This design comes from an exercise in tuning for small area and a short achievable clock period on the open sky130 flow, not from production work.
Only simulation tests tie the RTL to the original design; equivalence was not proved.
No activity file was given, so power comes from the tool's default toggle rates.

### config.mk
export PLATFORM = sky130hd
export DESIGN_NAME = counters
export DESIGN_NICKNAME = counters
export VERILOG_FILES = /design/flow/design.v
export SDC_FILE = /design/flow/constraint.sdc
export NUM_CORES = 4
export LEC_CHECK = 0
export CAP_MARGIN = 20
export CORE_MARGIN = 2
export CORE_UTILIZATION = 40
export SETUP_SLACK_MARGIN = 1.5
export SLEW_MARGIN = 20
### constraint.sdc
create_clock -name core_clock -period 3.3 [get_ports {sysclk}]
set_input_delay 0.6600 -clock core_clock [delete_from_list [all_inputs] [get_ports {sysclk}]]
set_output_delay 0.6600 -clock core_clock [all_outputs]
set_load 0.01 [all_outputs]
### design.v
module counters_tmr(
input wire clk,
input wire rst,
input wire baz,
input wire blrb,
input wire bar,
input wire zz1pb,
input wire [31:0] turn,
output reg [31:0] cnt,
output reg cwm,
output wire expire
);
  reg armed;
  wire c_z0_1 = ~cnt[1] & ~cnt[0];
  wire c_z2_3 = ~cnt[3] & ~cnt[2];
  wire c_z4_5 = ~cnt[5] & ~cnt[4];
  wire c_z6_7 = ~cnt[7] & ~cnt[6];
  wire c_z8_9 = ~cnt[9] & ~cnt[8];
  wire c_z10_11 = ~cnt[11] & ~cnt[10];
  wire c_z12_13 = ~cnt[13] & ~cnt[12];
  wire c_z14_15 = ~cnt[15] & ~cnt[14];
  wire c_z16_17 = ~cnt[17] & ~cnt[16];
  wire c_z18_19 = ~cnt[19] & ~cnt[18];
  wire c_z20_21 = ~cnt[21] & ~cnt[20];
  wire c_z22_23 = ~cnt[23] & ~cnt[22];
  wire c_z24_25 = ~cnt[25] & ~cnt[24];
  wire c_z26_27 = ~cnt[27] & ~cnt[26];
  wire c_z28_29 = ~cnt[29] & ~cnt[28];
  wire c_z30_31 = ~cnt[31] & ~cnt[30];
  wire c_z0_2 = ~cnt[2] & c_z0_1;
  wire c_z0_3 = c_z2_3 & c_z0_1;
  wire c_z4_6 = ~cnt[6] & c_z4_5;
  wire c_z4_7 = c_z6_7 & c_z4_5;
  wire c_z8_10 = ~cnt[10] & c_z8_9;
  wire c_z8_11 = c_z10_11 & c_z8_9;
  wire c_z12_14 = ~cnt[14] & c_z12_13;
  wire c_z12_15 = c_z14_15 & c_z12_13;
  wire c_z16_18 = ~cnt[18] & c_z16_17;
  wire c_z16_19 = c_z18_19 & c_z16_17;
  wire c_z20_22 = ~cnt[22] & c_z20_21;
  wire c_z20_23 = c_z22_23 & c_z20_21;
  wire c_z24_26 = ~cnt[26] & c_z24_25;
  wire c_z24_27 = c_z26_27 & c_z24_25;
  wire c_z28_30 = ~cnt[30] & c_z28_29;
  wire c_z28_31 = c_z30_31 & c_z28_29;
  wire c_z0_4 = ~cnt[4] & c_z0_3;
  wire c_z0_5 = c_z4_5 & c_z0_3;
  wire c_z0_6 = c_z4_6 & c_z0_3;
  wire c_z0_7 = c_z4_7 & c_z0_3;
  wire c_z8_12 = ~cnt[12] & c_z8_11;
  wire c_z8_13 = c_z12_13 & c_z8_11;
  wire c_z8_14 = c_z12_14 & c_z8_11;
  wire c_z8_15 = c_z12_15 & c_z8_11;
  wire c_z16_20 = ~cnt[20] & c_z16_19;
  wire c_z16_21 = c_z20_21 & c_z16_19;
  wire c_z16_22 = c_z20_22 & c_z16_19;
  wire c_z16_23 = c_z20_23 & c_z16_19;
  wire c_z24_28 = ~cnt[28] & c_z24_27;
  wire c_z24_29 = c_z28_29 & c_z24_27;
  wire c_z24_30 = c_z28_30 & c_z24_27;
  wire c_z24_31 = c_z28_31 & c_z24_27;
  wire c_z0_8 = ~cnt[8] & c_z0_7;
  wire c_z0_9 = c_z8_9 & c_z0_7;
  wire c_z0_10 = c_z8_10 & c_z0_7;
  wire c_z0_11 = c_z8_11 & c_z0_7;
  wire c_z0_12 = c_z8_12 & c_z0_7;
  wire c_z0_13 = c_z8_13 & c_z0_7;
  wire c_z0_14 = c_z8_14 & c_z0_7;
  wire c_z0_15 = c_z8_15 & c_z0_7;
  wire c_z16_24 = ~cnt[24] & c_z16_23;
  wire c_z16_25 = c_z24_25 & c_z16_23;
  wire c_z16_26 = c_z24_26 & c_z16_23;
  wire c_z16_27 = c_z24_27 & c_z16_23;
  wire c_z16_28 = c_z24_28 & c_z16_23;
  wire c_z16_29 = c_z24_29 & c_z16_23;
  wire c_z16_30 = c_z24_30 & c_z16_23;
  wire c_z16_31 = c_z24_31 & c_z16_23;
  wire c_z0_16 = ~cnt[16] & c_z0_15;
  wire c_z0_17 = c_z16_17 & c_z0_15;
  wire c_z0_18 = c_z16_18 & c_z0_15;
  wire c_z0_19 = c_z16_19 & c_z0_15;
  wire c_z0_20 = c_z16_20 & c_z0_15;
  wire c_z0_21 = c_z16_21 & c_z0_15;
  wire c_z0_22 = c_z16_22 & c_z0_15;
  wire c_z0_23 = c_z16_23 & c_z0_15;
  wire c_z0_24 = c_z16_24 & c_z0_15;
  wire c_z0_25 = c_z16_25 & c_z0_15;
  wire c_z0_26 = c_z16_26 & c_z0_15;
  wire c_z0_27 = c_z16_27 & c_z0_15;
  wire c_z0_28 = c_z16_28 & c_z0_15;
  wire c_z0_29 = c_z16_29 & c_z0_15;
  wire c_z0_30 = c_z16_30 & c_z0_15;
  wire c_z0_31 = c_z16_31 & c_z0_15;
  wire [31:0] c_b;
  assign c_b[0] = 1'b1;
  assign c_b[1] = ~cnt[0];
  assign c_b[2] = c_z0_1;
  assign c_b[3] = c_z0_2;
  assign c_b[4] = c_z0_3;
  assign c_b[5] = c_z0_4;
  assign c_b[6] = c_z0_5;
  assign c_b[7] = c_z0_6;
  assign c_b[8] = c_z0_7;
  assign c_b[9] = c_z0_8;
  assign c_b[10] = c_z0_9;
  assign c_b[11] = c_z0_10;
  assign c_b[12] = c_z0_11;
  assign c_b[13] = c_z0_12;
  assign c_b[14] = c_z0_13;
  assign c_b[15] = c_z0_14;
  assign c_b[16] = c_z0_15;
  assign c_b[17] = c_z0_16;
  assign c_b[18] = c_z0_17;
  assign c_b[19] = c_z0_18;
  assign c_b[20] = c_z0_19;
  assign c_b[21] = c_z0_20;
  assign c_b[22] = c_z0_21;
  assign c_b[23] = c_z0_22;
  assign c_b[24] = c_z0_23;
  assign c_b[25] = c_z0_24;
  assign c_b[26] = c_z0_25;
  assign c_b[27] = c_z0_26;
  assign c_b[28] = c_z0_27;
  assign c_b[29] = c_z0_28;
  assign c_b[30] = c_z0_29;
  assign c_b[31] = c_z0_30;
  wire c_up0 = ~cnt[1] & c_z2_3 & c_z4_7 & c_z8_15 & c_z16_31;
  wire c_zero = c_b[31] & ~cnt[31];
  wire is_one = c_up0 & cnt[0];
  wire turn_nz = |turn;
  wire run = armed & blrb;
  reg nz;
  wire at_zero = ~nz;
  wire load = baz | (run & bar & at_zero);
  wire dec = run & (bar | ~cwm);
  wire shot = ~baz & run & ~bar & ~cwm & is_one;
  assign expire = (~baz & run & bar & at_zero) | shot;
  always @(posedge clk, posedge rst) begin
    if (rst) begin
      cnt <= 32'd0;
      nz <= 1'b0;
      cwm <= 1'b0;
      armed <= 1'b0;
    end else begin
      cnt <= load ? turn : cnt ^ ({32{dec}} & c_b);
      nz <= load ? turn_nz : dec ? ~is_one : nz;
      if (baz) armed <= turn_nz;
      else if (shot) armed <= 1'b0;
      if (~zz1pb) cwm <= 1'b0;
      else if (expire) cwm <= 1'b1;
    end
  end
endmodule
module counters(
input wire sysclk,
input wire foo_card,
input wire wfoo0_baz,
input wire wfoo0_blrb,
input wire wfoo0_zz1pb,
input wire [31:0] wfoo0_turn,
input wire debct_baz,
input wire debct_blrb,
input wire debct_zz1pb,
input wire debct_bar,
input wire [31:0] debct_turn,
input wire Z0_bar,
input wire Z0_baz,
input wire Z0_blrb,
input wire Z0_zz1pb,
input wire [31:0] Z0_turn,
input wire Y1_bar,
input wire Y1_baz,
input wire Y1_blrb,
input wire Y1_zz1pb,
input wire [31:0] Y1_turn,
input wire X2_bar,
input wire X2_baz,
input wire X2_blrb,
input wire X2_zz1pb,
input wire [31:0] X2_turn,
input wire W3_bar,
input wire W3_baz,
input wire W3_blrb,
input wire W3_zz1pb,
input wire [31:0] W3_turn,
output wire Z0_cwm,
output wire [31:0] Z0,
output wire Y1_cwm,
output wire [31:0] Y1,
output wire X2_cwm,
output wire [31:0] X2,
output wire W3_cwm,
output wire [31:0] W3,
output reg wfoo0_cwm,
output wire [31:0] wfoo0_llwln,
output wire debct_cwm,
output reg debct_pull,
output wire [31:0] debct,
output wire wdfilecardA2P
);
  wire debct_exp, z0_exp, y1_exp, x2_exp, w3_exp;
  counters_tmr t_debct(.clk(sysclk), .rst(foo_card), .baz(debct_baz), .blrb(debct_blrb),
    .bar(debct_bar), .zz1pb(debct_zz1pb), .turn(debct_turn), .cnt(debct), .cwm(debct_cwm),
    .expire(debct_exp));
  counters_tmr t_Z0(.clk(sysclk), .rst(foo_card), .baz(Z0_baz), .blrb(Z0_blrb),
    .bar(Z0_bar), .zz1pb(Z0_zz1pb), .turn(Z0_turn), .cnt(Z0), .cwm(Z0_cwm),
    .expire(z0_exp));
  counters_tmr t_Y1(.clk(sysclk), .rst(foo_card), .baz(Y1_baz), .blrb(Y1_blrb),
    .bar(Y1_bar), .zz1pb(Y1_zz1pb), .turn(Y1_turn), .cnt(Y1), .cwm(Y1_cwm),
    .expire(y1_exp));
  counters_tmr t_X2(.clk(sysclk), .rst(foo_card), .baz(X2_baz), .blrb(X2_blrb),
    .bar(X2_bar), .zz1pb(X2_zz1pb), .turn(X2_turn), .cnt(X2), .cwm(X2_cwm),
    .expire(x2_exp));
  counters_tmr t_W3(.clk(sysclk), .rst(foo_card), .baz(W3_baz), .blrb(W3_blrb),
    .bar(W3_bar), .zz1pb(W3_zz1pb), .turn(W3_turn), .cnt(W3), .cwm(W3_cwm),
    .expire(w3_exp));
  reg [31:0] wd_cnt;
  reg wd_armed, wd_mark, wd_a2p;
  wire w_z0_1 = ~wd_cnt[1] & ~wd_cnt[0];
  wire w_z2_3 = ~wd_cnt[3] & ~wd_cnt[2];
  wire w_z4_5 = ~wd_cnt[5] & ~wd_cnt[4];
  wire w_z6_7 = ~wd_cnt[7] & ~wd_cnt[6];
  wire w_z8_9 = ~wd_cnt[9] & ~wd_cnt[8];
  wire w_z10_11 = ~wd_cnt[11] & ~wd_cnt[10];
  wire w_z12_13 = ~wd_cnt[13] & ~wd_cnt[12];
  wire w_z14_15 = ~wd_cnt[15] & ~wd_cnt[14];
  wire w_z16_17 = ~wd_cnt[17] & ~wd_cnt[16];
  wire w_z18_19 = ~wd_cnt[19] & ~wd_cnt[18];
  wire w_z20_21 = ~wd_cnt[21] & ~wd_cnt[20];
  wire w_z22_23 = ~wd_cnt[23] & ~wd_cnt[22];
  wire w_z24_25 = ~wd_cnt[25] & ~wd_cnt[24];
  wire w_z26_27 = ~wd_cnt[27] & ~wd_cnt[26];
  wire w_z28_29 = ~wd_cnt[29] & ~wd_cnt[28];
  wire w_z30_31 = ~wd_cnt[31] & ~wd_cnt[30];
  wire w_z0_2 = ~wd_cnt[2] & w_z0_1;
  wire w_z0_3 = w_z2_3 & w_z0_1;
  wire w_z4_6 = ~wd_cnt[6] & w_z4_5;
  wire w_z4_7 = w_z6_7 & w_z4_5;
  wire w_z8_10 = ~wd_cnt[10] & w_z8_9;
  wire w_z8_11 = w_z10_11 & w_z8_9;
  wire w_z12_14 = ~wd_cnt[14] & w_z12_13;
  wire w_z12_15 = w_z14_15 & w_z12_13;
  wire w_z16_18 = ~wd_cnt[18] & w_z16_17;
  wire w_z16_19 = w_z18_19 & w_z16_17;
  wire w_z20_22 = ~wd_cnt[22] & w_z20_21;
  wire w_z20_23 = w_z22_23 & w_z20_21;
  wire w_z24_26 = ~wd_cnt[26] & w_z24_25;
  wire w_z24_27 = w_z26_27 & w_z24_25;
  wire w_z28_30 = ~wd_cnt[30] & w_z28_29;
  wire w_z28_31 = w_z30_31 & w_z28_29;
  wire w_z0_4 = ~wd_cnt[4] & w_z0_3;
  wire w_z0_5 = w_z4_5 & w_z0_3;
  wire w_z0_6 = w_z4_6 & w_z0_3;
  wire w_z0_7 = w_z4_7 & w_z0_3;
  wire w_z8_12 = ~wd_cnt[12] & w_z8_11;
  wire w_z8_13 = w_z12_13 & w_z8_11;
  wire w_z8_14 = w_z12_14 & w_z8_11;
  wire w_z8_15 = w_z12_15 & w_z8_11;
  wire w_z16_20 = ~wd_cnt[20] & w_z16_19;
  wire w_z16_21 = w_z20_21 & w_z16_19;
  wire w_z16_22 = w_z20_22 & w_z16_19;
  wire w_z16_23 = w_z20_23 & w_z16_19;
  wire w_z24_28 = ~wd_cnt[28] & w_z24_27;
  wire w_z24_29 = w_z28_29 & w_z24_27;
  wire w_z24_30 = w_z28_30 & w_z24_27;
  wire w_z24_31 = w_z28_31 & w_z24_27;
  wire w_z0_8 = ~wd_cnt[8] & w_z0_7;
  wire w_z0_9 = w_z8_9 & w_z0_7;
  wire w_z0_10 = w_z8_10 & w_z0_7;
  wire w_z0_11 = w_z8_11 & w_z0_7;
  wire w_z0_12 = w_z8_12 & w_z0_7;
  wire w_z0_13 = w_z8_13 & w_z0_7;
  wire w_z0_14 = w_z8_14 & w_z0_7;
  wire w_z0_15 = w_z8_15 & w_z0_7;
  wire w_z16_24 = ~wd_cnt[24] & w_z16_23;
  wire w_z16_25 = w_z24_25 & w_z16_23;
  wire w_z16_26 = w_z24_26 & w_z16_23;
  wire w_z16_27 = w_z24_27 & w_z16_23;
  wire w_z16_28 = w_z24_28 & w_z16_23;
  wire w_z16_29 = w_z24_29 & w_z16_23;
  wire w_z16_30 = w_z24_30 & w_z16_23;
  wire w_z16_31 = w_z24_31 & w_z16_23;
  wire w_z0_16 = ~wd_cnt[16] & w_z0_15;
  wire w_z0_17 = w_z16_17 & w_z0_15;
  wire w_z0_18 = w_z16_18 & w_z0_15;
  wire w_z0_19 = w_z16_19 & w_z0_15;
  wire w_z0_20 = w_z16_20 & w_z0_15;
  wire w_z0_21 = w_z16_21 & w_z0_15;
  wire w_z0_22 = w_z16_22 & w_z0_15;
  wire w_z0_23 = w_z16_23 & w_z0_15;
  wire w_z0_24 = w_z16_24 & w_z0_15;
  wire w_z0_25 = w_z16_25 & w_z0_15;
  wire w_z0_26 = w_z16_26 & w_z0_15;
  wire w_z0_27 = w_z16_27 & w_z0_15;
  wire w_z0_28 = w_z16_28 & w_z0_15;
  wire w_z0_29 = w_z16_29 & w_z0_15;
  wire w_z0_30 = w_z16_30 & w_z0_15;
  wire w_z0_31 = w_z16_31 & w_z0_15;
  wire [31:0] w_b;
  assign w_b[0] = 1'b1;
  assign w_b[1] = ~wd_cnt[0];
  assign w_b[2] = w_z0_1;
  assign w_b[3] = w_z0_2;
  assign w_b[4] = w_z0_3;
  assign w_b[5] = w_z0_4;
  assign w_b[6] = w_z0_5;
  assign w_b[7] = w_z0_6;
  assign w_b[8] = w_z0_7;
  assign w_b[9] = w_z0_8;
  assign w_b[10] = w_z0_9;
  assign w_b[11] = w_z0_10;
  assign w_b[12] = w_z0_11;
  assign w_b[13] = w_z0_12;
  assign w_b[14] = w_z0_13;
  assign w_b[15] = w_z0_14;
  assign w_b[16] = w_z0_15;
  assign w_b[17] = w_z0_16;
  assign w_b[18] = w_z0_17;
  assign w_b[19] = w_z0_18;
  assign w_b[20] = w_z0_19;
  assign w_b[21] = w_z0_20;
  assign w_b[22] = w_z0_21;
  assign w_b[23] = w_z0_22;
  assign w_b[24] = w_z0_23;
  assign w_b[25] = w_z0_24;
  assign w_b[26] = w_z0_25;
  assign w_b[27] = w_z0_26;
  assign w_b[28] = w_z0_27;
  assign w_b[29] = w_z0_28;
  assign w_b[30] = w_z0_29;
  assign w_b[31] = w_z0_30;
  wire w_up0 = ~wd_cnt[1] & w_z2_3 & w_z4_7 & w_z8_15 & w_z16_31;
  wire w_zero = w_b[31] & ~wd_cnt[31];
  wire wd_turn_nz = |wfoo0_turn;
  wire wd_run = wd_armed & wfoo0_blrb;
  wire wd_at_zero = w_zero;
  wire wd_load = wfoo0_baz | (wd_run & wd_at_zero);
  wire wd_hit = ~wfoo0_baz & wd_run & wd_at_zero;
  assign wfoo0_llwln = wd_cnt;
  assign wdfilecardA2P = wd_a2p;
  always @(posedge sysclk, posedge foo_card) begin
    if (foo_card) begin
      wd_cnt <= 32'd0;
      wd_armed <= 1'b0;
      wd_mark <= 1'b0;
      wd_a2p <= 1'b0;
      wfoo0_cwm <= 1'b0;
      debct_pull <= 1'b0;
    end else begin
      debct_pull <= debct_exp;
      wd_a2p <= wd_hit & wd_mark;
      wd_cnt <= wd_load ? wfoo0_turn : wd_cnt ^ ({32{wd_run}} & w_b);
      if (wfoo0_baz) wd_armed <= ~wd_at_zero;
      else if (wd_hit & wd_mark) wd_armed <= 1'b0;
      if (wfoo0_baz) wd_mark <= 1'b0;
      else if (wd_hit) wd_mark <= 1'b1;
      if (~wfoo0_zz1pb) wfoo0_cwm <= 1'b0;
      else if (wd_hit & ~wd_mark) wfoo0_cwm <= 1'b1;
    end
  end
endmodule
### flow/run.sh
#!/bin/bash
# The standard layout (standard.sh), with these changes:
#  - port buffers use the smallest buffer cell (buf_1) instead of the default choice;
#  - if flow/dont_use.txt exists, it replaces the platform's don't-use list
#    (it repeats the platform's list and adds slow wide OR/NOR cells);
#  - if flow/abc.script exists, synthesis is synth_recipe.tcl unchanged except that
#    Yosys's abc call runs that ABC script (flow/synth.tcl);
#  - if flow/post_gpl.tcl exists, it runs after global placement (sizes output port buffers);
#  - each line of flow/make_args.txt (if it exists) is passed to make as VAR=value.
set -uo pipefail
export BUFFER_PORTS_ARGS="-buffer_cell sky130_fd_sc_hd__buf_1"
args=()
if [[ -s flow/dont_use.txt ]]; then
  args+=("DONT_USE_CELLS=$(tr '\n' ' ' < flow/dont_use.txt)")
fi
if [[ -s flow/abc.script ]]; then
  export MY_ABC_SCRIPT="$PWD/flow/abc.script"
  args+=("SYNTH_SCRIPT=$PWD/flow/synth.tcl")
fi
if [[ -s flow/post_gpl.tcl ]]; then
  export POST_GLOBAL_PLACE_TCL="$PWD/flow/post_gpl.tcl"
fi
if [[ -s flow/make_args.txt ]]; then
  while IFS= read -r line; do
    [[ -n "$line" ]] && args+=("$line")
  done < flow/make_args.txt
fi
printf '%s\n' "${args[@]}" > run_args.log
bash standard.sh "${args[@]}" finish > standard.log 2>&1
### flow/dont_use.txt
sky130_fd_sc_hd__probe_p_8
sky130_fd_sc_hd__probec_p_8
sky130_fd_sc_hd__lpflow_bleeder_1
sky130_fd_sc_hd__lpflow_clkbufkapwr_1
sky130_fd_sc_hd__lpflow_clkbufkapwr_16
sky130_fd_sc_hd__lpflow_clkbufkapwr_2
sky130_fd_sc_hd__lpflow_clkbufkapwr_4
sky130_fd_sc_hd__lpflow_clkbufkapwr_8
sky130_fd_sc_hd__lpflow_clkinvkapwr_1
sky130_fd_sc_hd__lpflow_clkinvkapwr_16
sky130_fd_sc_hd__lpflow_clkinvkapwr_2
sky130_fd_sc_hd__lpflow_clkinvkapwr_4
sky130_fd_sc_hd__lpflow_clkinvkapwr_8
sky130_fd_sc_hd__lpflow_decapkapwr_12
sky130_fd_sc_hd__lpflow_decapkapwr_3
sky130_fd_sc_hd__lpflow_decapkapwr_4
sky130_fd_sc_hd__lpflow_decapkapwr_6
sky130_fd_sc_hd__lpflow_decapkapwr_8
sky130_fd_sc_hd__lpflow_inputiso0n_1
sky130_fd_sc_hd__lpflow_inputiso0p_1
sky130_fd_sc_hd__lpflow_inputiso1n_1
sky130_fd_sc_hd__lpflow_inputiso1p_1
sky130_fd_sc_hd__lpflow_inputisolatch_1
sky130_fd_sc_hd__lpflow_isobufsrc_1
sky130_fd_sc_hd__lpflow_isobufsrc_16
sky130_fd_sc_hd__lpflow_isobufsrc_2
sky130_fd_sc_hd__lpflow_isobufsrc_4
sky130_fd_sc_hd__lpflow_isobufsrc_8
sky130_fd_sc_hd__lpflow_isobufsrckapwr_16
sky130_fd_sc_hd__lpflow_lsbuf_lh_hl_isowell_tap_1
sky130_fd_sc_hd__lpflow_lsbuf_lh_hl_isowell_tap_2
sky130_fd_sc_hd__lpflow_lsbuf_lh_hl_isowell_tap_4
sky130_fd_sc_hd__lpflow_lsbuf_lh_isowell_4
sky130_fd_sc_hd__lpflow_lsbuf_lh_isowell_tap_1
sky130_fd_sc_hd__lpflow_lsbuf_lh_isowell_tap_2
sky130_fd_sc_hd__lpflow_lsbuf_lh_isowell_tap_4
#
#
Define
fill
cells
sky130_fd_sc_hd__or4_1
sky130_fd_sc_hd__or4_2
sky130_fd_sc_hd__or4_4
sky130_fd_sc_hd__nor4_1
sky130_fd_sc_hd__nor4_2
sky130_fd_sc_hd__nor4_4
sky130_fd_sc_hd__or4b_1
sky130_fd_sc_hd__or4b_2
sky130_fd_sc_hd__or4b_4
sky130_fd_sc_hd__or4bb_1
sky130_fd_sc_hd__or4bb_2
sky130_fd_sc_hd__or4bb_4
sky130_fd_sc_hd__nor4b_1
sky130_fd_sc_hd__nor4b_2
sky130_fd_sc_hd__nor4b_4
sky130_fd_sc_hd__nor4bb_1
sky130_fd_sc_hd__nor4bb_2
sky130_fd_sc_hd__nor4bb_4
sky130_fd_sc_hd__or3_1
sky130_fd_sc_hd__or3_2
sky130_fd_sc_hd__or3_4
sky130_fd_sc_hd__nor3_1
sky130_fd_sc_hd__nor3_2
sky130_fd_sc_hd__nor3_4
sky130_fd_sc_hd__or3b_1
sky130_fd_sc_hd__or3b_2
sky130_fd_sc_hd__or3b_4
sky130_fd_sc_hd__nor3b_1
sky130_fd_sc_hd__nor3b_2
sky130_fd_sc_hd__nor3b_4
### flow/make_args.txt
CTS_ARGS=-sink_clustering_enable -repair_clock_nets -dont_use_dummy_load -sink_clustering_size 20 -sink_clustering_max_diameter 100 -buf_list {sky130_fd_sc_hd__clkbuf_8 sky130_fd_sc_hd__clkbuf_16}
### flow/post_gpl.tcl
# After global placement: size the output port buffers up to buf_2.
set n 0
foreach bterm [[ord::get_db_block] getBTerms] {
  if { [$bterm getIoType] != "OUTPUT" } { continue }
  set net [$bterm getNet]
  if { $net == "NULL" } { continue }
  foreach iterm [$net getITerms] {
    if { ![$iterm isOutputSignal] } { continue }
    set inst [$iterm getInst]
    if { [[$inst getMaster] getName] == "sky130_fd_sc_hd__buf_1" } {
      replace_cell [$inst getName] sky130_fd_sc_hd__buf_2
      incr n
    }
  }
}
puts "post_gpl: resized $n output buffers to buf_2"
### standard.sh
#!/bin/bash
# synth_recipe.tcl (not shown) runs the flow's synth.tcl, then flattens the netlist and writes it again
# the make line also repeats each setting of config.mk as NAME=value (left out here)
make -C /OpenROAD-flow-scripts/flow DESIGN_CONFIG=/design/flow/config.mk WORK_HOME=/design/flow/orfs CLKGATE_MAP_FILE= SYNTH_SCRIPT=/design/flow/synth_recipe.tcl "${@:-finish}"
==> results.ini, run 1 <==
[run_status]
status = timing/DRC/antenna clean

[clock_network]
root_buffer = clkbuf_16
tritoncts = done
cts_sinks = 212
clk_pin_slew_ns = 0.09
clk_latency_ns = 0.49
clock_path_buffers = 3
htreeDepth = 1
cts_buffers = 14

[critical_path]
cp_num_buf_inv = 0
cp_slowest_cell = dfrtp_2
slowest_delay_ns = 0.46
cp_cell_sequence = nor2_4 > and4bb_2 > and4b_2 > and4b_2 > a21oi_2 > mux2_2
critPathArrivalTime_ns = 2.18
critPathTopFamily = simple AND/OR/NAND/NOR gates
setup.worst_path.start_class = flip-flop
end_kind = flip-flop
crit_type = flip-flop to flip-flop
required_ns = 3.66
crit_top_cell = and4b_2
crit_path_max_fanout = 4

[job]
maxCapViolCount = 0

[floorplanning]
die_area_um2 = 30800
die_y_um = 176
top_level_ports = 417
initial_utilization_pct = 40.8
coreArea_um2 = 28900
rows = 62
die_w_um = 176

[finish]
fill_cells = 2846
finalNetCount = 2070
final_common_cell = nor2_1
drive_gt1_share_pct = 24.2
syn_to_final_growth_pct = 30.9
layout_common_cells = 347 x nor2_1, 216 x buf_1, 199 x buf_2

[logic_synthesis]
ys_seq_area_share_pct = 45.0
syn_area_um2 = 11800
async_flop_share_pct = 100
synth_edf_count = 0
syn_avg_cell_area_um2 = 8.41
synth_ff_type = dfrtp_1
synth_nets = 1623
ys_ff_latch = 212
yosysWarnings = 2
synth.distinct_cells = 45
synth_cells = 1400

[sta]
hold_ws_ns = 0.241
fmax_mhz = 550
hold_violations = 0
fin_crit_sh_pct = 55.1
relSlewSlack_pct = 54.6
rsz0062_at_grt = yes
drv_slew = 0
setup_ws_ns = 1.48
finClkSkew_ns = 0.0362
setup_viol = 0
worst_pin_slew_ns = 0.679
period_minus_slack_ns = 1.82

[detailed_routing]
post_drt_wl_per_cell_um = 16.7
vias = 11500
drt_iter0_markers = 581
wirelength_mm = 37.3
dr.pass1.iters = 5
vias_per_cell = 5.16
ant_nets = 0
drc = 0

[global_routing]
antenna_found_initial = 4
grt_pass1_wl_mm = 57.3
globalRouteMet2Util_pct = 38.6
grt_pass1_vias = 11000
use_met1_pct = 29.1
gr-usage-met3_pct = 5.65
busiest_layer = met2
grt_overflow = 0
grt.total_usage_pct = 22.8
grt_max_degree = 73

[place]
io_buffers = 416
dp_slack_ns = 0.744
dp_hpwl_mm = 27.5

[pwr]
leakagePower_nw = 6.45
peakVddDrop_mv = 0.257
power.density_nw_per_um2 = 398

[min_path]
hp-class = primary input to async pin

per-stage QoR:
step	utilization (%)	cell area, µm²	instances	TNS (ns)	power, W
floorplan	-	12100	1400	-24.63	0.00382
global placement	48.4	14000	2150	0	0.00433
detailed placement	49.3	14200	2150	0	0.00441
CTS	51.4	14800	2191	0	0.00611
global route	53.4	15400	2230	0	0.00646
finish	53.4	15400	2231	0	0.00613
worst paths after layout:
path / startpoint / endpoint / slack [ns] / cells after the start
setup / recovery: t_X2.cnt[19] / t_X2.nz / 1.48 / 6
hold / removal: foo_card / t_Y1.cnt[24] / 0.24 / 2
setup reg to reg: t_X2.cnt[19] / t_X2.nz / 1.48 / 6
hold reg to reg: wd_armed / wd_armed / 0.52 / 1
max in group asynchronous: foo_card / t_debct.cnt[1] / 2.16 / 3
min in group core_clock: wfoo0_turn[0] / wd_cnt[0] / 0.38 / 3
power by group:
group          total, W  switching, W  internal (W)
registers       0.00311      0.000275       0.00284
logic           0.00135      0.000752      0.000598
clock network   0.00167      0.000906      0.000761
area by class of cell:
class | instances | area [µm²] | area share (%)
antenna | 2 | 5.00 | 0.0325
inverter | 33 | 130 | 0.844
multi-input combinational | 1097 | 6640 | 43.1
timing repair buffer | 489 | 2480 | 16.1
tap | 384 | 480 | 3.12
sequential | 212 | 5330 | 34.6
clock buffer | 14 | 350 | 2.27
kinds of logic after synthesis:
| group | after synthesis | synth area share [%] |
|---|---|---|
| DFF | 212 | 45.0 |
| and+or+nand+nor | 711 | 29.2 |
| muxes | 12 | 1.06 |
| buffers and inverters | 97 | 3.28 |
| AOI/OAI and AO/OA | 232 | 11.1 |
| adders and majority gates | 6 | 0.637 |
| xor gates and xnor gates | 130 | 9.67 |
sequential cells by signal (all words and copies together) (netlist names), 32 cells and up:
name,count
t_W3.cnt,32
t_debct.cnt,32
t_Z0.cnt,32
t_X2.cnt,32
t_Y1.cnt,32
wd_cnt,32
repair_timing:
| item | in CTS | in global routing |
|---|---|---|
| cloned | 4 | 4 |
| resized for setup | 33 | 98 |
| endpoints found under the setup margin | 137 | 123 |
| hold buffers | 0 | 0 |
| setup buffers | 23 | 34 |
| pin swaps | 10 | 49 |
synthesized netlist by cell type, drive strengths merged (7+ instances only):
cell    number  area [µm²]
dfrtp      212        5310
xor2        71         622
nand4b      15         131
a31oi       48         300
nand3       34         170
buf         22         105
nand4       27         169
nand2       94         353
nor2b       29         181
clkbuf      42         158
o21ai       20         100
inv         33         124
and4        17         149
nor2       386        1450
and4bb       7        87.6
nand3b      27         203
a21oi      143         719
mux2i        8        80.1
and2        15        93.8
nand2b      15        93.8
xnor2       59         517
and4b       14         140
and3        19         119
per-layer routing:
layer	routed length, µm	share of wire (%)
met3	2840	7.6
met1	15400	41
met4	1040	2.8
met2	18000	48
met5	23	0.062
==> run 2, diff against run 1 <==
==> flow/abc.script (new file) <==
&get -n
&st
&dch
&nf -p
&put
buffer -c
topo
stime -c
upsize -c
dnsize -c
==> flow/synth.tcl (new file) <==
proc synth {args} { yosys synth -nofsm -noshare {*}$args }
if { [info exists ::env(MY_ABC_SCRIPT)] } {
  proc abc {args} {
    set i [lsearch -exact $args -script]
    if { $i >= 0 } { set args [lreplace $args [expr {$i+1}] [expr {$i+1}] $::env(MY_ABC_SCRIPT)] }
    puts "abc override: $args"
    yosys abc {*}$args
  }
}
source $::env(SCRIPTS_DIR)/synth.tcl
# left out here: clear keep_hierarchy, flatten, clean up, hide names made inside functions, write 1_2_yosys.v
==> results.ini, run 2 <==
[clock_network]
htreeDepth = 1  ; unchanged
cts_sinks = 212  ; unchanged
tritoncts = done  ; unchanged
hold_buffers = 0  ; unchanged
cts_buffers = 14  ; unchanged
clk_pin_slew_ns = 0.09  ; about the same
clk_latency_ns = 0.48  ; was 0.49 ns
clock_path_buffers = 3  ; unchanged
root_buffer = clkbuf_16  ; unchanged

[finish]
fin_area_um2 = 15000  ; was 15400 µm²
layout_common_cells = 271 x nor2_1, 216 x buf_1, 198 x buf_2  ; was 347 x nor2_1, 216 x buf_1, 199 x buf_2
layoutNonFillerInstCount = 2179  ; was 2231
syn_to_final_growth_pct = 31.3  ; was 30.9%
final_common_cell = nor2_1  ; unchanged
fill_cells = 2759  ; was 2846
drive_gt1_share_pct = 24.0  ; was 24.2%
finalNetCount = 2022  ; was 2070

[sta]
rsz0062_at_grt = yes  ; unchanged
setup_viol = 0  ; unchanged
period_minus_slack_ns = 1.87  ; was 1.82 ns
finClkSkew_ns = 0.0321  ; was 0.0362 ns
relSlewSlack_pct = 39.5  ; was 54.6%
fmax_mhz = 534  ; was 550 MHz
drv_slew = 0  ; unchanged
worst_pin_slew_ns = 0.906  ; was 0.679 ns
hold_violations = 0  ; unchanged
fin_crit_sh_pct = 56.7  ; was 55.1%
setup_ws_ns = 1.43  ; was 1.48 ns

[floorplanning]
die_area_um2 = 30000  ; was 30800 µm²
initial_utilization_pct = 40.8  ; about the same
rows = 61  ; was 62
coreArea_um2 = 28000  ; was 28900 µm²
top_level_ports = 417  ; unchanged
die_w_um = 173  ; was 176 µm
die_y_um = 173  ; was 176 µm

[logic_synthesis]
synth_edf_count = 0  ; unchanged
synth_commonest_cells = 308 x nor2_1, 212 x dfrtp_1, 167 x nand2_1  ; was 386 x nor2_1, 212 x dfrtp_1, 142 x a21oi_1
synthTopCellsByArea = dfrtp_1 46%, nor2_1 10%, o21ai_0 6.3%  ; was dfrtp_1 45%, nor2_1 12%, a21oi_1 6.0%
syn_area_um2 = 11400  ; was 11800 µm²
synth_cells = 1352  ; was 1400
synth_nets = 1575  ; was 1623
synth.distinct_cells = 47  ; was 45
post-synth-top-count-cell = nor2_1  ; unchanged
synth_ff_type = dfrtp_1  ; unchanged
syn_avg_cell_area_um2 = 8.46  ; was 8.41 µm²
ys_seq_area_share_pct = 46.4  ; was 45.0%
async_flop_share_pct = 100  ; unchanged
netlist.area_leader.share_pct = 46.4  ; was 45.0%
ys_ff_latch = 212  ; unchanged
synth_top_area_cell = dfrtp_1  ; unchanged
yosysWarnings = 2  ; unchanged

[place]
placedCellCount = 2110  ; was 2150
io_buffers = 416  ; unchanged
postPlaceCellArea_um2 = 13700  ; was 14200 µm²
dp_hpwl_mm = 28.4  ; was 27.5 mm
dp_slack_ns = 0.970  ; was 0.744 ns

[global_routing]
grt_pass1_vias = 11200  ; was 11000
grt_max_degree = 45  ; was 73
antenna_found_initial = 4  ; unchanged
grt_overflow = 0  ; unchanged
grt_pass1_wl_mm = 58.5  ; was 57.3 mm
grt.total_usage_pct = 23.9  ; was 22.8%

[detailed_routing]
drc = 0  ; unchanged
vias_per_cell = 5.34  ; was 5.16
wirelength_mm = 38.2  ; was 37.3 mm
drt_iter0_markers = 762  ; was 581
ant_nets = 0  ; unchanged
vias = 11600  ; was 11500
dr.pass1.iters = 5  ; unchanged
post_drt_wl_per_cell_um = 17.5  ; was 16.7 µm

[critical_path]
end_kind = flip-flop  ; unchanged
required_ns = 3.65  ; was 3.66 ns
crit_type = flip-flop to flip-flop  ; unchanged
crit_path_max_fanout = 5  ; was 4
critPathArrivalTime_ns = 2.22  ; was 2.18 ns
setup.worst_path.start_class = flip-flop  ; unchanged

[job]
maxCapViolCount = 0  ; unchanged

[pwr]
peakVddDrop_mv = 0.398  ; was 0.257 mV
p_total_w = 0.00625  ; was 0.00613 W
leakagePower_nw = 6.36  ; was 6.45 nW
power.density_nw_per_um2 = 416  ; was 398 nW/µm²

[run_status]
status = timing/DRC/antenna clean  ; unchanged

[min_path]
hp-class = primary input to async pin  ; unchanged

run 2: per-stage QoR:
| stage | util (%) | hold WS [ns] | setup TNS, ns |
|---|---|---|---|
| final | 53.6 | 0.354 | 0 |
| after global routing | 53.6 | 0.357 | 0 |
| after CTS | 51.2 | 0.351 | 0 |
| after detailed placement | 48.9 | 0.507 | 0 |
| after global placement | 48.0 | 0.473 | 0 |
| after floorplan | - | 0.498 | -24.63 |
run 2: per-layer routing:
metal / vias up / global-route usage [%] / share of wire (%)
met5: - / 0 / 0
met4: 0 / 6.00 / 2.4
met3: 58 / 5.41 / 7.0
met2: 417 / 40.6 / 48
met1: 5555 / 30.9 / 42
li1: 5595 / - / -
run 2: final timing paths:
| check | start | to | slack [ns] | depth (start not counted) |
|---|---|---|---|---|
| hold reg to reg | wfoo0_cwm | wfoo0_cwm | 0.52 | 1 |
| min in group core_clock | W3_zz1pb | t_W3.cwm | 0.37 | 2 |
| setup / recovery | wd_cnt[16] | wd_cnt[3] | 1.43 | 8 |
| max in group asynchronous | foo_card | t_Y1.cnt[16] | 2.19 | 3 |
| setup reg to reg | wd_cnt[16] | wd_cnt[3] | 1.43 | 8 |
| hold / removal | foo_card | t_W3.cnt[26] | 0.35 | 2 |
run 2: critical path, stage by stage, from the launching register on:
cell     delay (ns)
dfrtp_2        0.45
nor2_4         0.16
and4_4         0.27
nand4_4        0.10
o31ai_4        0.24
buf_6          0.21
buf_12         0.13
a21oi_2        0.03
a21o_1         0.15
run 2: final cells by class:
type | count | area, µm² | area share [%]
flip-flops and latches | 212 | 5330 | 35.4
well taps | 378 | 473 | 3.15
multi-input cells | 1077 | 6290 | 41.9
repair buffers | 480 | 2520 | 16.7
diodes | 4 | 10.0 | 0.0666
clock buffers | 14 | 350 | 2.33
inverters | 14 | 60.1 | 0.400
run 2: repair_timing:
item | in CTS | in global routing
setup buffers | 12 | 30
setup endpoints to repair | 123 | 138
pin swaps | 9 | 43
gates resized for setup | 54 | 133
cloned | 3 | 6
run 2: kinds of logic (layout without fill, tap and decap cells):
group	count (synthesis)	count (layout)	share of synthesized area, %
flip-flops	212	212	46.4
XOR/XNOR	97	97	7.43
multiplexers	1	1	0.0875
adder cells (fa/ha/maj)	6	6	0.656
buffers and inverters	67	508	2.80
AO/OA/AOI/OAI	305	305	15.7
AND/OR/NAND/NOR	664	668	26.9
other	0	4	0
run 2: report_power, final:
part / internal (W) / switching [W]
registers: 0.00285 / 0.000296
logic: 0.000620 / 0.000824
clock network: 0.000761 / 0.000894
==> run 3, diff against run 2 <==
--- a/config.mk
+++ b/config.mk
@@ -9,4 +9,4 @@
 export CORE_MARGIN = 2
 export CORE_UTILIZATION = 40
-export SETUP_SLACK_MARGIN = 1.5
+export SETUP_SLACK_MARGIN = 1.45
 export SLEW_MARGIN = 20
==> results.ini, run 3 <==
[run_status]
status = timing/DRC/antenna clean  ; unchanged

[clock_network]
cts_buffers = 14  ; unchanged
root_buffer = clkbuf_16  ; unchanged
htreeDepth = 1  ; unchanged
clk_latency_ns = 0.49  ; was 0.48 ns
tritoncts = done  ; unchanged
clock_path_buffers = 3  ; unchanged
cts_sinks = 212  ; unchanged
clk_pin_slew_ns = 0.09  ; about the same

[critical_path]
cp_num_buf_inv = 1  ; was 2
rrSetupSlack_ns = 1.52  ; was 1.43 ns
cp_slowest_cell = dfrtp_1  ; was dfrtp_2
required_ns = 2.64  ; was 3.65 ns
rr_endpoint = wd_cnt[3]  ; unchanged
r2r_cells = 8  ; unchanged
critPathArrivalTime_ns = 1.18  ; was 2.22 ns
critPathTopFamily = flip-flops  ; was simple AND/OR/NAND/NOR gates
end_kind = primary output  ; was flip-flop
cp_cell_sequence = buf_2  ; was nor2_4 > and4_4 > nand4_4 > o31ai_4 > buf_6 > buf_12 > a21oi_2 > a21o_1
crit_type = flip-flop to primary output  ; was flip-flop to flip-flop
reg2reg_from = wd_cnt[8]  ; was wd_cnt[16]
slowest_delay_ns = 0.51  ; was 0.45 ns
setup.worst_path.start_class = flip-flop  ; unchanged
crit_path_max_fanout = 6  ; was 5

[global_routing]
grt_pass1_vias = 10900  ; was 11200
grt_overflow = 0  ; unchanged
grt.total_usage_pct = 23.1  ; was 23.9%
antenna_found_initial = 3  ; was 4
grt_max_degree = 52  ; was 45
grt_pass1_wl_mm = 56.9  ; was 58.5 mm

[place]
io_buffers = 416  ; unchanged
dp_slack_ns = 0.912  ; was 0.970 ns
dp_hpwl_mm = 27.5  ; was 28.4 mm

[sta]
fmax_mhz = 543  ; was 534 MHz
period_minus_slack_ns = 1.84  ; was 1.87 ns
worst_pin_slew_ns = 0.910  ; was 0.906 ns
relSlewSlack_pct = 39.2  ; was 39.5%
setup_ws_ns = 1.46  ; was 1.43 ns
drv_slew = 0  ; unchanged
hold_ws_ns = 0.355  ; was 0.354 ns
rsz0062_at_grt = yes  ; unchanged
finClkSkew_ns = 0.0333  ; was 0.0321 ns
setup_viol = 0  ; unchanged
fin_crit_sh_pct = 55.8  ; was 56.7%
hold_violations = 0  ; unchanged

[floorplanning]
die_area_um2 = 30000  ; unchanged
die_y_um = 173  ; unchanged
coreArea_um2 = 28000  ; unchanged
top_level_ports = 417  ; unchanged
rows = 61  ; unchanged
initial_utilization_pct = 40.8  ; unchanged
die_w_um = 173  ; unchanged

[finish]
finalNetCount = 1994  ; was 2022
fill_cells = 2785  ; was 2759
layout_common_cells = 281 x nor2_1, 216 x buf_1, 207 x dfrtp_1  ; was 271 x nor2_1, 216 x buf_1, 198 x buf_2
final_common_cell = nor2_1  ; unchanged
syn_to_final_growth_pct = 26.2  ; was 31.3%
drive_gt1_share_pct = 19.7  ; was 24.0%

[detailed_routing]
drt_iter0_markers = 648  ; was 762
vias_per_cell = 5.27  ; was 5.34
drc = 0  ; unchanged
dr.pass1.iters = 5  ; unchanged
wirelength_mm = 36.0  ; was 38.2 mm
post_drt_wl_per_cell_um = 16.7  ; was 17.5 µm
ant_nets = 0  ; unchanged
vias = 11300  ; was 11600

[job]
maxCapViolCount = 0  ; unchanged

[logic_synthesis]
ys_ff_latch = 212  ; unchanged
yosysWarnings = 2  ; unchanged
post-synth-top-count-cell = nor2_1  ; unchanged
synth.distinct_cells = 47  ; unchanged
synth_commonest_cells = 308 x nor2_1, 212 x dfrtp_1, 167 x nand2_1  ; unchanged
syn_avg_cell_area_um2 = 8.46  ; unchanged
synth_ff_type = dfrtp_1  ; unchanged
netlist.area_leader.share_pct = 46.4  ; unchanged
ys_seq_area_share_pct = 46.4  ; unchanged
synth_edf_count = 0  ; unchanged
synth_cells = 1352  ; unchanged
async_flop_share_pct = 100  ; unchanged
syn_area_um2 = 11400  ; unchanged
synth_nets = 1575  ; unchanged
synthTopCellsByArea = dfrtp_1 46%, nor2_1 10%, o21ai_0 6.3%  ; unchanged
synth_top_area_cell = dfrtp_1  ; unchanged

[pwr]
peakVddDrop_mv = 0.362  ; was 0.398 mV
leakagePower_nw = 6.11  ; was 6.36 nW
p_total_w = 0.00615  ; was 0.00625 W
power.density_nw_per_um2 = 426  ; was 416 nW/µm²

[min_path]
hp-class = primary input to async pin  ; unchanged

## run 3: cell count changes in the layout (fill, tap and decap cells not counted), moves of 8 or more
cell,previous run,this run
buf_4,46,30
dfrtp_1,196,207
dfrtp_2,16,5
nand2_1,154,167
nor2_1,271,281
nor2_2,26,18
o21ai_0,119,138
o21ai_1,25,13
## run 3: logic make-up after synthesis
| kind of cell | synth area share, % |
|---|---|
| AOI/OAI and AO/OA | 15.7 |
| xor gates and xnor gates | 7.43 |
| adders and majority gates | 0.656 |
| buffers and inverters | 2.80 |
| DFF | 46.4 |
| muxes | 0.0875 |
| and+or+nand+nor | 26.9 |
## run 3: through the flow
stage          cell area (µm²)  utilization (%)  TNS, ns  std cells
2_1_floorplan            11500                -   -24.63       1352
3_3_place_gp             13400             48.0        0       2112
3_5_place_dp             13700             48.8        0       2112
4_1_cts                  14200             50.5        0       2134
5_1_grt                  14400             51.5        0       2150
6_report                 14400             51.5        0       2150
## run 3: worst max path at each step
stage,start,endpoint,slack (ns),cells after the start
after global routing,t_debct.cnt[2],t_debct.cnt[30],1.37,6
final,t_Y1.cnt[9],Y1[9],1.46,1
after floorplan,foo_card,debct_pull,-0.12,1
after CTS,t_debct.cnt[0],t_debct.cnt[27],1.44,6
after detailed placement,W3_blrb,t_W3.cnt[23],0.91,7
after global placement,W3_blrb,t_W3.cnt[23],0.96,7
## run 3: timing repair
item	CTS	global route
cloned	1	2
resized for setup	32	67
pin swaps	6	10
hold buffers	0	0
endpoints found under the setup margin	94	122
setup buffers	7	11
## run 3: layout make-up
class / instances / area (µm²) / share of cell area (%)
clock buffers: 14 / 350 / 2.43
inverters: 14 / 60.1 / 0.416
repair buffers: 454 / 2170 / 15.0
diodes: 3 / 7.51 / 0.0520
flip-flops and latches: 212 / 5310 / 36.8
well taps: 378 / 473 / 3.28
multi-input cells: 1075 / 6070 / 42.0
## run 3: layer usage
metal,global-route usage [%],wire length (µm)
met2,38.5,17200
met5,1.28,30
met1,30.5,15600
met4,7.84,1210
met3,3.69,1900
## run 3: where the power goes
group,total (W),leakage [nW],internal [W],switching [W]
combinational,0.00134,3.46,0.000563,0.000782
sequential,0.00314,2.48,0.00285,0.000292
clock,0.00166,0.173,0.000761,0.000903
==> run 4, diff against run 3 <==
removed: flow/post_gpl.tcl
==> results.ini, run 4 <==
[run_status]
status = timing/DRC/antenna clean  ; unchanged

[logic_synthesis]
yosysWarnings = 2  ; unchanged
synth_commonest_cells = 308 x nor2_1, 212 x dfrtp_1, 167 x nand2_1  ; unchanged
async_flop_share_pct = 100  ; unchanged
ys_seq_area_share_pct = 46.4  ; unchanged
synth_top_area_cell = dfrtp_1  ; unchanged
syn_area_um2 = 11400  ; unchanged
synth_cells = 1352  ; unchanged
syn_avg_cell_area_um2 = 8.46  ; unchanged
synth_nets = 1575  ; unchanged
synthTopCellsByArea = dfrtp_1 46%, nor2_1 10%, o21ai_0 6.3%  ; unchanged
synth_edf_count = 0  ; unchanged
post-synth-top-count-cell = nor2_1  ; unchanged
synth_ff_type = dfrtp_1  ; unchanged
ys_ff_latch = 212  ; unchanged
synth.distinct_cells = 47  ; unchanged
netlist.area_leader.share_pct = 46.4  ; unchanged

[global_routing]
grt_overflow = 0  ; unchanged
gr-usage-met3_pct = 3.56  ; was 3.69%
use_met1_pct = 30.7  ; was 30.5%
grt_max_degree = 52  ; unchanged
busiest_layer = met2  ; unchanged
grt_pass1_vias = 10800  ; was 10900
grt.total_usage_pct = 22.9  ; was 23.1%
antenna_found_initial = 6  ; was 3
grt_pass1_wl_mm = 56.6  ; was 56.9 mm
globalRouteMet2Util_pct = 37.7  ; was 38.5%

[floorplanning]
die_w_um = 173  ; unchanged
rows = 61  ; unchanged
die_area_um2 = 30000  ; unchanged
coreArea_um2 = 28000  ; unchanged
initial_utilization_pct = 40.8  ; unchanged
top_level_ports = 417  ; unchanged
die_y_um = 173  ; unchanged

[pwr]
power.switching_w = 0.00196  ; was 0.00198 W
clkPwrFrac_pct = 27.0  ; was 27.1%
peakVddDrop_mv = 0.407  ; was 0.362 mV
combPwrFrac_pct = 21.1  ; was 21.9%
switching_share_pct = 32.3  ; was 32.1%
power.density_nw_per_um2 = 426  ; about the same
p_int_w = 0.00412  ; was 0.00417 W
leakagePower_nw = 5.56  ; was 6.11 nW
p_total_w = 0.00608  ; was 0.00615 W
seq_power_share_pct = 51.9  ; was 51.1%

[finish]
seq_area_um2 = 5320  ; was 5310 µm²
layout_common_cells = 414 x buf_1, 276 x nor2_1, 201 x dfrtp_1  ; was 281 x nor2_1, 216 x buf_1, 207 x dfrtp_1
final_common_cell = buf_1  ; was nor2_1
utilization_pct = 50.9  ; was 51.5%
fill_cells = 2810  ; was 2785
multi_input_area_um2 = 6090  ; was 6070 µm²
layoutNonFillerInstCount = 2158  ; was 2150
drive_gt1_share_pct = 9.30  ; was 19.7%
finalNetCount = 1999  ; was 1994
syn_to_final_growth_pct = 24.7  ; was 26.2%

[detailed_routing]
post_drt_wl_per_cell_um = 16.5  ; was 16.7 µm
vias_per_cell = 5.27  ; about the same
ant_nets = 0  ; unchanged
dr.pass1.iters = 5  ; unchanged
vias = 11400  ; was 11300
wirelength_mm = 35.7  ; was 36.0 mm
drc = 0  ; unchanged
drt_iter0_markers = 645  ; was 648

[sta]
relSlewSlack_pct = 38.4  ; was 39.2%
fin_crit_sh_pct = 55.2  ; was 55.8%
setup_ws_ns = 1.48  ; was 1.46 ns
worst_pin_slew_ns = 0.922  ; was 0.910 ns
rsz0062_at_grt = yes  ; unchanged
fmax_mhz = 549  ; was 543 MHz
finClkSkew_ns = 0.0220  ; was 0.0333 ns
setup_viol = 0  ; unchanged
period_minus_slack_ns = 1.82  ; was 1.84 ns
hold_violations = 0  ; unchanged
drv_slew = 0  ; unchanged

[clock_network]
clk_pin_slew_ns = 0.09  ; about the same
clock_path_buffers = 3  ; unchanged
root_buffer = clkbuf_16  ; unchanged
clk_latency_ns = 0.47  ; was 0.49 ns
htreeDepth = 1  ; unchanged
cts_buffers = 14  ; unchanged
tritoncts = done  ; unchanged
hold_buffers = 0  ; unchanged
cts_sinks = 212  ; unchanged

[min_path]
hp-class = primary input to flip-flop  ; was primary input to async pin
whs_path_depth = 2

[critical_path]
required_ns = 2.64  ; about the same
setup.worst_path.start_class = flip-flop  ; unchanged
r2r_cells = 7  ; was 8
cp_slowest_cell = dfrtp_1  ; unchanged
crit_path_max_fanout = 4  ; was 6
critPathArrivalTime_ns = 1.16  ; was 1.18 ns
end_kind = primary output  ; unchanged
cp_num_buf_inv = 2  ; was 1
cp.depth = 2  ; was 1
slowest_delay_ns = 0.42  ; was 0.51 ns
crit_type = flip-flop to primary output  ; unchanged
critPathTopFamily = flip-flops  ; unchanged
cp_cell_sequence = buf_4 > buf_1  ; was buf_2

[place]
placedCellCount = 2112  ; unchanged
dp_slack_ns = 0.939  ; was 0.912 ns
dp_hpwl_mm = 27.4  ; was 27.5 mm
io_buffers = 416  ; unchanged

[job]
maxCapViolCount = 0  ; unchanged

## run 4: changes by cell type in the layout (fill, tap and decap cells not counted), sizes merged
cell	before	now
clkbuf	14	16
diode	3	6
buf	454	457
## run 4: kinds of logic (layout without fill, tap and decap cells)
| kind of cell | Yosys count | in the layout | share of synthesized area (%) |
|---|---|---|---|
| flip-flops | 212 | 212 | 46.4 |
| other | 0 | 6 | 0 |
| adder cells (fa/ha/maj) | 6 | 6 | 0.656 |
| XOR/XNOR | 97 | 97 | 7.43 |
| buffers and inverters | 67 | 487 | 2.80 |
| AND/OR/NAND/NOR | 664 | 665 | 26.9 |
| multiplexers | 1 | 1 | 0.0875 |
| AO/OA/AOI/OAI | 305 | 306 | 15.7 |
## run 4: power by group through the flow
stage                     Sequential (W)  Clock (W)  Combinational (W)
after floorplan                  0.00324          0           0.000608
after global placement           0.00316          0            0.00122
after detailed placement         0.00317          0            0.00124
after CTS                        0.00313    0.00170            0.00126
after global routing             0.00320    0.00179            0.00144
final                            0.00316    0.00164            0.00128
## run 4: per-stage QoR
| step | TNS (ns) | area, µm² | hold slack [ns] |
|---|---|---|---|
| floorplan | -24.63 | 11500 | 0.498 |
| global placement | 0 | 13400 | 0.473 |
| detailed placement | 0 | 13400 | 0.480 |
| CTS | 0 | 13900 | 0.337 |
| global route | 0 | 14300 | 0.351 |
| finish | 0 | 14300 | 0.363 |
## run 4: final cells by class
cell class / instances / share of cell area (%)
multi-input cells: 1075 / 42.7
repair buffers: 459 / 13.7
diodes: 6 / 0.105
flip-flops and latches: 212 / 37.3
clock buffers: 14 / 2.46
inverters: 14 / 0.421
well taps: 378 / 3.31
## run 4: final timing paths
kind | start | endpoint | slack (ns)
min in group asynchronous | foo_card | t_Z0.cnt[31] | 0.37
setup reg to reg | wd_cnt[17] | wfoo0_cwm | 1.50
setup / recovery | wd_cnt[4] | wfoo0_llwln[4] | 1.48
hold / removal | debct_zz1pb | t_debct.cwm | 0.36
hold reg to reg | wfoo0_cwm | wfoo0_cwm | 0.50
max in group asynchronous | foo_card | t_Y1.cnt[4] | 2.16
## run 4: worst register-to-register path, delay by kind of cell, from the launching register on
kind / cells / cell delay, ns
buffers and inverters: 1 / 0.14
AO/OA/AOI/OAI: 1 / 0.13
flip-flops: 1 / 0.43
AND/OR/NAND/NOR: 5 / 1.06
## run 4: timing repair
| action | CTS | global route |
|---|---|---|
| setup endpoints to repair | 90 | 119 |
| resized for setup | 32 | 80 |
| buffers inserted | 9 | 13 |
| gates cloned | 2 | 2 |
| pin swaps | 8 | 12 |
## run 4: layer usage
metal	vias up	routed length, µm
met1	5398	15600
met3	62	1960
li1	5538	-
met5	-	0
met4	0	1230
met2	369	16900
==> run 5, diff against run 4 <==
==> flow/abc.script (replaced) <==
&get -n
&st
&dch
&nf -p
&st
&dch
&nf -p
&put
buffer -c
topo
stime -c
upsize -c
dnsize -c
--- a/config.mk
+++ b/config.mk
@@ -9,4 +9,4 @@
 export CORE_MARGIN = 2
 export CORE_UTILIZATION = 40
-export SETUP_SLACK_MARGIN = 1.45
+export SETUP_SLACK_MARGIN = 1.4
 export SLEW_MARGIN = 20
==> results.ini, run 5 <==
[pwr]
power.density_nw_per_um2 = 429  ; was 426 nW/µm²
peakVddDrop_mv = 0.225  ; was 0.407 mV
leakagePower_nw = 5.45  ; was 5.56 nW
p_total_w = 0.00599  ; was 0.00608 W

[sta]
worst_pin_slew_ns = 0.609  ; was 0.922 ns
setup_viol = 0  ; unchanged
drv_slew = 0  ; unchanged
finalSetupTns_ns = 0  ; unchanged
fmax_mhz = 544  ; was 549 MHz
rsz0062_at_grt = yes  ; unchanged
fin_crit_sh_pct = 55.7  ; was 55.2%
relSlewSlack_pct = 59.4  ; was 38.4%
period_minus_slack_ns = 1.84  ; was 1.82 ns
hold_violations = 0  ; unchanged
finClkSkew_ns = 0.0178  ; was 0.0220 ns

[logic_synthesis]
async_flop_share_pct = 100  ; unchanged
syn_avg_cell_area_um2 = 8.57  ; was 8.46 µm²
synth_edf_count = 0  ; unchanged
synth.distinct_cells = 46  ; was 47
syn_area_um2 = 11300  ; was 11400 µm²
yosysWarnings = 2  ; unchanged
synthTopCellsByArea = dfrtp_1 47%, nor2_1 11%, xor2_1 4.9%  ; was dfrtp_1 46%, nor2_1 10%, o21ai_0 6.3%
post-synth-top-count-cell = nor2_1  ; unchanged
ys_ff_latch = 212  ; unchanged
synth_cells = 1320  ; was 1352
synth_nets = 1543  ; was 1575
netlist.area_leader.share_pct = 46.9  ; was 46.4%
synth_commonest_cells = 330 x nor2_1, 212 x dfrtp_1, 97 x nand2_1  ; was 308 x nor2_1, 212 x dfrtp_1, 167 x nand2_1
ys_seq_area_share_pct = 46.9  ; was 46.4%
synth_ff_type = dfrtp_1  ; unchanged
synth_top_area_cell = dfrtp_1  ; unchanged

[clock_network]
tritoncts = done  ; unchanged
clock_path_buffers = 3  ; unchanged
root_buffer = clkbuf_16  ; unchanged
clk_pin_slew_ns = 0.09  ; about the same
htreeDepth = 1  ; unchanged
cts_sinks = 212  ; unchanged
cts_buffers = 14  ; unchanged
clk_latency_ns = 0.48  ; was 0.47 ns

[place]
io_buffers = 416  ; unchanged
dp_hpwl_mm = 28.2  ; was 27.4 mm

[floorplanning]
initial_utilization_pct = 40.7  ; was 40.8%
top_level_ports = 417  ; unchanged
die_area_um2 = 29600  ; was 30000 µm²
die_w_um = 172  ; was 173 µm
die_y_um = 172  ; was 173 µm
coreArea_um2 = 27800  ; was 28000 µm²
rows = 61  ; unchanged

[finish]
utilization_pct = 50.2  ; was 50.9%
syn_to_final_growth_pct = 23.3  ; was 24.7%
drive_gt1_share_pct = 7.00  ; was 9.30%
final_common_cell = buf_1  ; unchanged
layout_common_cells = 412 x buf_1, 318 x nor2_1, 209 x dfrtp_1  ; was 414 x buf_1, 276 x nor2_1, 201 x dfrtp_1
finalNetCount = 1954  ; was 1999

[critical_path]
r2r_cells = 6  ; was 7
crit_type = flip-flop to flip-flop  ; was flip-flop to primary output
reg2reg_from = t_X2.cnt[1]  ; was wd_cnt[17]
critPathArrivalTime_ns = 2.17  ; was 1.16 ns
crit_path_max_fanout = 6  ; was 4
end_kind = flip-flop  ; was primary output
rr_endpoint = t_X2.cnt[27]  ; was wfoo0_cwm
setup.worst_path.start_class = flip-flop  ; unchanged
required_ns = 3.63  ; was 2.64 ns
rrSetupSlack_ns = 1.46  ; was 1.50 ns

[detailed_routing]
m1WireLength_mm = 14.9  ; was 15.6 mm
vias = 11100  ; was 11400
ant_nets = 0  ; unchanged
post_drt_wl_per_cell_um = 17.2  ; was 16.5 µm
wirelength_mm = 36.3  ; was 35.7 mm
highest_layer = met5  ; was met4
met2_length_mm = 17.3  ; was 16.9 mm
drc = 0  ; unchanged
drt_iter0_markers = 740  ; was 645
dr.pass1.iters = 5  ; unchanged
vias_per_cell = 5.24  ; was 5.27
wl_met3_mm = 3.00  ; was 1.96 mm

[global_routing]
antenna_found_initial = 9  ; was 6
grt_overflow = 0  ; unchanged
grt_pass1_wl_mm = 55.0  ; was 56.6 mm
grt.total_usage_pct = 23.4  ; was 22.9%
grt_pass1_vias = 10300  ; was 10800
grt_max_degree = 62  ; was 52

[min_path]
hp-class = primary input to async pin  ; was primary input to flip-flop

[run_status]
status = timing/DRC/antenna clean  ; unchanged

[job]
maxCapViolCount = 0  ; unchanged

run 5: worst max-delay path by stage:
stage,start,endpoint,slack (ns)
4_1_cts,wd_cnt[4],wd_cnt[8],1.38
3_5_place_dp,X2_bar,t_X2.cnt[22],0.92
2_1_floorplan,foo_card,debct_pull,-0.12
5_1_grt,t_debct.cnt[9],t_debct.cnt[27],1.38
6_report,t_X2.cnt[1],t_X2.cnt[27],1.46
3_3_place_gp,wfoo0_blrb,wd_cnt[20],0.98
run 5: timing repair:
action,4_1_cts,5_1_grt
pin swaps,1,10
hold buffers,0,0
cloned,1,2
setup buffers,3,12
gates resized for setup,15,51
endpoints found under the setup margin,69,109
endpoints found under the hold margin,0,0
run 5: routing by layer:
metal,vias up,track usage [%]
met3,61,6.04
met4,4,7.78
met2,408,38.3
met5,-,0
li1,5427,-
met1,5185,30.1
run 5: critical path, stage by stage, from the launching register on:
cell and delay [ns]:
dfrtp_1 0.44, nor2_1 0.18, and3_1 0.34, and3_4 0.29, nand2_2 0.10, o41ai_2 0.24, a31oi_1 0.12
run 5: power breakdown:
part	internal (W)	leakage [nW]	total [W]	switching, W
Combinational	0.000473	2.84	0.00121	0.000740
Clock	0.000760	0.173	0.00163	0.000871
Sequential	0.00285	2.44	0.00314	0.000296
run 5: through the flow:
step	std cells	setup slack, ns	area [µm²]	hold WS (ns)
6_report	2115	1.46	13900	0.152
4_1_cts	2093	1.38	13700	0.138
2_1_floorplan	1320	-0.116	11300	0.493
3_3_place_gp	2075	0.978	13300	0.475
3_5_place_dp	2075	0.919	13300	0.482
5_1_grt	2112	1.38	13900	0.146
run 5: area by class of cell:
cell class | count | area [µm²]
well taps | 378 | 473
repair buffers | 447 | 1840
flip-flops and latches | 212 | 5310
diodes | 8 | 20.0
clock buffers | 14 | 350
fillers | 2810 | 13800
inverters | 22 | 86.3
multi-input cells | 1034 | 5870
run 5: cells by family after synthesis:
kind of cell / Yosys count / share of synthesized area (%)
adders and majority gates: 6 / 0.664
and+or+nand+nor: 623 / 26.0
muxes: 5 / 0.520
xor gates and xnor gates: 91 / 7.05
DFF: 212 / 46.9
buffers and inverters: 77 / 3.18
AOI/OAI and AO/OA: 306 / 15.6
==> run 6, diff against run 5 <==
==> flow/abc.script (replaced) <==
&get -n
&st
&dch
&nf -p -C 32
&put
buffer -c
topo
stime -c
upsize -c
dnsize -c
==> results.ini, run 6 <==
[sta]
relSlewSlack_pct = 36.8  ; was 59.4%
rsz0062_at_grt = yes  ; unchanged
setup_viol = 0  ; unchanged
hold_violations = 0  ; unchanged
drv_slew = 0  ; unchanged
fmax_mhz = 533  ; was 544 MHz
fin_crit_sh_pct = 56.9  ; was 55.7%
period_minus_slack_ns = 1.88  ; was 1.84 ns
worst_pin_slew_ns = 0.946  ; was 0.609 ns
finClkSkew_ns = 0.0220  ; was 0.0178 ns

[floorplanning]
rows = 61  ; unchanged
top_level_ports = 417  ; unchanged
coreArea_um2 = 27900  ; was 27800 µm²
die_y_um = 173  ; was 172 µm
die_w_um = 173  ; was 172 µm
die_area_um2 = 29900  ; was 29600 µm²
initial_utilization_pct = 40.8  ; was 40.7%

[logic_synthesis]
ys_seq_area_share_pct = 46.5  ; was 46.9%
syn_avg_cell_area_um2 = 8.42  ; was 8.57 µm²
synth_nets = 1576  ; was 1543
ys_ff_latch = 212  ; unchanged
synth_cells = 1353  ; was 1320
synth_ff_type = dfrtp_1  ; unchanged
synth.distinct_cells = 50  ; was 46
post-synth-top-count-cell = nor2_1  ; unchanged
synth_commonest_cells = 309 x nor2_1, 212 x dfrtp_1, 166 x nand2_1  ; was 330 x nor2_1, 212 x dfrtp_1, 97 x nand2_1
netlist.area_leader.share_pct = 46.5  ; was 46.9%
synth_edf_count = 0  ; unchanged
synth_top_area_cell = dfrtp_1  ; unchanged
yosysWarnings = 2  ; unchanged
async_flop_share_pct = 100  ; unchanged
syn_area_um2 = 11400  ; was 11300 µm²
synthTopCellsByArea = dfrtp_1 47%, nor2_1 10%, o21ai_0 6.4%  ; was dfrtp_1 47%, nor2_1 11%, xor2_1 4.9%

[critical_path]
critPathArrivalTime_ns = 1.22  ; was 2.17 ns
crit_path_max_fanout = 4  ; was 6
crit_type = flip-flop to primary output  ; was flip-flop to flip-flop
setup.worst_path.start_class = flip-flop  ; unchanged
end_kind = primary output  ; was flip-flop
required_ns = 2.64  ; was 3.63 ns
critPathLaunch = t_W3.cnt[9]  ; was t_X2.cnt[1]
slowest_delay_ns = 0.48  ; was 0.44 ns
cp_slowest_cell = dfrtp_1  ; unchanged
cp_cell_sequence = buf_1  ; was nor2_1 > and3_1 > and3_4 > nand2_2 > o41ai_2 > a31oi_1
critPathTopFamily = flip-flops  ; was simple AND/OR/NAND/NOR gates
reg2reg_from = wd_cnt[4]  ; was t_X2.cnt[1]
cp_num_buf_inv = 1  ; was 0

[detailed_routing]
vias_per_cell = 5.31  ; was 5.24
drc = 0  ; unchanged
dr.pass1.iters = 5  ; unchanged
ant_nets = 0  ; unchanged
vias = 11400  ; was 11100
post_drt_wl_per_cell_um = 17.5  ; was 17.2 µm
wirelength_mm = 37.6  ; was 36.3 mm
drt_iter0_markers = 717  ; was 740

[global_routing]
grt_pass1_vias = 10800  ; was 10300
grt_overflow = 0  ; unchanged
grt_pass1_wl_mm = 59.0  ; was 55.0 mm
grt_max_degree = 38  ; was 62
antenna_found_initial = 5  ; was 9
grt.total_usage_pct = 24.3  ; was 23.4%

[clock_network]
cts_buffers = 14  ; unchanged
clock_path_buffers = 3  ; unchanged
hold_buffers = 0  ; unchanged
root_buffer = clkbuf_16  ; unchanged
clk_pin_slew_ns = 0.09  ; about the same
clk_latency_ns = 0.47  ; was 0.48 ns
tritoncts = done  ; unchanged
htreeDepth = 1  ; unchanged
cts_sinks = 212  ; unchanged

[finish]
fin_area_um2 = 14000  ; was 13900 µm²
syn_to_final_growth_pct = 23.2  ; was 23.3%
layout_common_cells = 408 x buf_1, 292 x nor2_1, 205 x dfrtp_1  ; was 412 x buf_1, 318 x nor2_1, 209 x dfrtp_1
final_common_cell = buf_1  ; unchanged
fill_cells = 2839  ; was 2810
drive_gt1_share_pct = 7.50  ; was 7.00%
finalNetCount = 1984  ; was 1954

[pwr]
power.density_nw_per_um2 = 431  ; was 429 nW/µm²
p_total_w = 0.00606  ; was 0.00599 W
switching_share_pct = 32.4  ; was 31.9%
clkPwrFrac_pct = 27.1  ; was 27.3%
leakagePower_nw = 5.50  ; was 5.45 nW
p_int_w = 0.00409  ; was 0.00408 W
seq_power_share_pct = 52.0  ; was 52.5%
power.switching_w = 0.00196  ; was 0.00191 W
peakVddDrop_mv = 0.339  ; was 0.225 mV
combPwrFrac_pct = 21.0  ; was 20.3%

[place]
io_buffers = 416  ; unchanged
postPlaceCellArea_um2 = 13400  ; was 13300 µm²
dp_hpwl_mm = 29.5  ; was 28.2 mm

[job]
maxCapViolCount = 0  ; unchanged

[min_path]
hp-class = primary input to async pin  ; unchanged

[run_status]
status = timing/DRC/antenna clean  ; unchanged

[run 6: power groups by stage]
stage / registers [W] / clock network (W) / logic (W)
after detailed placement: 0.00318 / 0 / 0.00124
after global placement: 0.00317 / 0 / 0.00123
after global routing: 0.00319 / 0.00181 / 0.00143
final: 0.00315 / 0.00164 / 0.00127
after floorplan: 0.00324 / 0 / 0.000597
after CTS: 0.00313 / 0.00171 / 0.00125
[run 6: cell type report]
class / count / area (µm²) / share of cell area [%]
diodes: 5 / 12.5 / 0.0891
clock buffers: 14 / 350 / 2.49
inverters: 15 / 63.8 / 0.454
multi-input cells: 1071 / 5940 / 42.3
flip-flops and latches: 212 / 5310 / 37.8
well taps: 378 / 473 / 3.37
repair buffers: 447 / 1890 / 13.5
[run 6: per-stage QoR]
step	TNS, ns	cells	util [%]	setup slack (ns)	hold slack [ns]
3_3_place_gp	0	2111	47.8	0.979	0.482
6_report	0	2142	50.3	1.42	0.369
2_1_floorplan	-24.63	1353	-	-0.116	0.498
5_1_grt	0	2139	50.3	1.35	0.349
3_5_place_dp	0	2111	47.8	0.929	0.490
4_1_cts	0	2126	49.3	1.37	0.344
[run 6: logic make-up (layout without fill, tap and decap cells)]
group           count (synthesis)  after routing  synth area share [%]
fa+ha+maj                       6              6                 0.659
compound gates                302            302                  15.4
other cells                     0              5                     0
buf+inv                        71            476                  2.92
flops                         212            212                  46.5
xor+xnor                       96             96                  7.38
simple gates                  665            666                  27.0
mux                             1              1                0.0878
[run 6: worst paths after layout]
check	endpoint	slack (ns)	cells past startpoint
min in group core_clock	t_debct.cwm	0.37	2
hold reg to reg	wfoo0_cwm	0.51	1
setup reg to reg	wd_cnt[5]	1.46	8
max in group asynchronous	t_Z0.nz	2.08	3
setup / recovery	W3[9]	1.42	1
hold / removal	t_debct.cnt[1]	0.37	2
[run 6: layer usage]
layer  track usage (%)  vias to the layer above  share of wire, %
met5                 0                        -                 0
met4              8.76                        0               3.5
met3              6.64                       61               8.2
met2              39.3                      404                46
met1              31.4                     5400                42
li1                  -                     5506                 -
[run 6: what timing repair did]
action                     4_1_cts  5_1_grt
cloned                           0        2
hold endpoints to repair         0        0
gates resized for setup         25       61
buffers inserted                 1        9
setup endpoints to repair       89      106
pin swaps                        1        7
